Background: an optimization exercise with open tools, aiming at small area. Do not read the settings as production practice.
In this exercise RTL edits were held to simulation tests only and were not proved equivalent to the original.

v6:
## wavelet_transform
module wavelet_transform #(
    parameter BITS_PER_ELEM = 8,
    parameter TOTAL_FILTERS = 7,
    parameter SUM_TRUNCATION = 8
) (
    input wire clk,
    input wire rst,
    input wire signed [BITS_PER_ELEM - 1:0] i_value,
    input wire i_data_clk,
    input wire [7:0] i_select_output_channel,
    output wire [SUM_TRUNCATION - 1:0] o_multiplexed_wavelet_out,
    output wire o_active,
    output [8:0] io_oeb
);
  assign io_oeb = 9'b0;
  reg active;
  assign o_active = active;
  reg dprev, dprev2, ph0, ph1, ph2;
  reg [7:0] mux_out;
  assign o_multiplexed_wavelet_out = mux_out;
  wire capture = i_data_clk & ~dprev & ~dprev2;
  wire phany = ph0 | ph1 | ph2;
  reg [7:0] u0;
  reg [7:0] u1;
  reg [7:0] u2;
  reg [7:0] u3;
  reg [7:0] u4;
  reg [7:0] u5;
  reg [7:0] u6;
  reg [7:0] u7;
  reg [7:0] u8;
  reg [7:0] u9;
  reg [7:0] u10;
  reg [7:0] u11;
  reg [7:0] u12;
  reg [7:0] u13;
  reg [7:0] u14;
  reg [7:0] u15;
  reg [7:0] u16;
  reg [7:0] u17;
  reg [7:0] u18;
  reg [7:0] u19;
  reg [7:0] u20;
  reg [7:0] u21;
  reg [7:0] u22;
  reg [7:0] u23;
  ...
Size: roughly 37 I/O pins, roughly 48000 µm² of cells after synthesis.
==> flow/config.mk <==
export PLATFORM = sky130hd
export DESIGN_NAME = wavelet_transform
export DESIGN_NICKNAME = wavelet_transform
export VERILOG_FILES = /design/flow/design.v
export SDC_FILE = /design/flow/constraint.sdc
export NUM_CORES = 4
export LEC_CHECK = 0
export CAP_MARGIN = 20
export CORE_MARGIN = 2
export CORE_UTILIZATION = 60
export SLEW_MARGIN = 20
==> flow/constraint.sdc <==
create_clock -name core_clock -period 14.0 [get_ports {clk}]
set_input_delay 2.8000 -clock core_clock [delete_from_list [all_inputs] [get_ports {clk}]]
set_output_delay 2.8000 -clock core_clock [all_outputs]
set_load 0.01 [all_outputs]
standard.sh (not shown) runs the stock make flow with config.mk's settings and CLKGATE_MAP_FILE= SYNTH_SCRIPT=/design/flow/synth_recipe.tcl, a recipe that flattens the netlist after the stock synthesis.
==> flow/flow/run.sh <==
#!/bin/bash
# Own flow: the standard synthesis; then fixinv3.py removes the inverters
# synthesis left between cells, mostly around full adders (a full adder is
# self-dual, so some fa cells are flipped to take and give complemented
# signals; some gates are swapped for their inverted-output twins); then
# the standard layout from floorplan to finish on that netlist, with clock
# tree synthesis given the buffer list and sink clustering in flow/cts_args
# and no dummy loads.  Each step's output goes to its own log here.
set -euo pipefail
R=orfs/results/${FLOW_PLATFORM}/wavelet_transform/base
bash standard.sh synth > synth.log 2>&1
cp "$R/1_2_yosys.v" 1_2_yosys.std.v
python3 flow/fixinv3.py 1_2_yosys.std.v "$R/1_2_yosys.v" > fixinv.log 2>&1
rm -f "$R/1_synth.odb" "$R/1_synth.sdc"
CTS="-sink_clustering_enable -repair_clock_nets -dont_use_dummy_load"
if [[ -f flow/cts_args ]]; then CTS="$CTS $(cat flow/cts_args)"; fi
bash standard.sh finish "CTS_ARGS=$CTS" > finish.log 2>&1
Other scripts of this flow, unchanged in this note and not shown: flow/flow/cts_args, flow/flow/fixinv3.py
Looking at the reports, v6 completed the entire flow and the layout it produced met the timing, design-rule and antenna checks.
Relative to v6, the following input files were edited for v7:
# v6
export LEC_CHECK = 0
export CAP_MARGIN = 20
export CORE_MARGIN = 2
export CORE_UTILIZATION = 60
export SLEW_MARGIN = 20
create_clock -name core_clock -period 14.0 [get_ports {clk}]
# v7
export LEC_CHECK = 0
export CAP_MARGIN = 10
export CORE_MARGIN = 2
export CORE_UTILIZATION = 50
export SLEW_MARGIN = 10
create_clock -name core_clock -period 14.0 [get_ports {clk}]
Findings:
Post-route fraction of the period consumed by the critical path is higher on v6
Between v7 and v6, the area added between synthesis and finish is lower for v6.
Going from v6 to v7, worst setup slack increased by 0.064 ns relative to the old numbers, die boundary height saw an increase.
v7 finished end to end and its layout was clean on timing, DRC and antenna.

[static timing again, ports no longer ideal]
In the flow no input, the clock included, has a driving cell. The finished layouts below were timed again as built, in two steps. Step 1, drivers: a clkbuf_16 drives clk and a buf_2 each remaining input, both assumed. Step 2 times the ports against the registers' clock, not the clock port: input delays grow and output delays shrink by t, the midpoint of the rising clock arrivals with the driver on. a / b / c = no drivers / after step 1 / after step 2; a / b = the first two.
run	t (ns)	setup WS [ns]	worst setup path at the end	latest minus earliest clock arrival (ns)	pins driven straight from the clock port
v6	0.742	0.497 / 0.497 / 0.497	register to register	0.134 / 0.133	1
v7	0.772	0.561 / 0.561 / 0.561	register to register	0.100 / 0.100	1
After both steps every run listed still meets setup and hold.
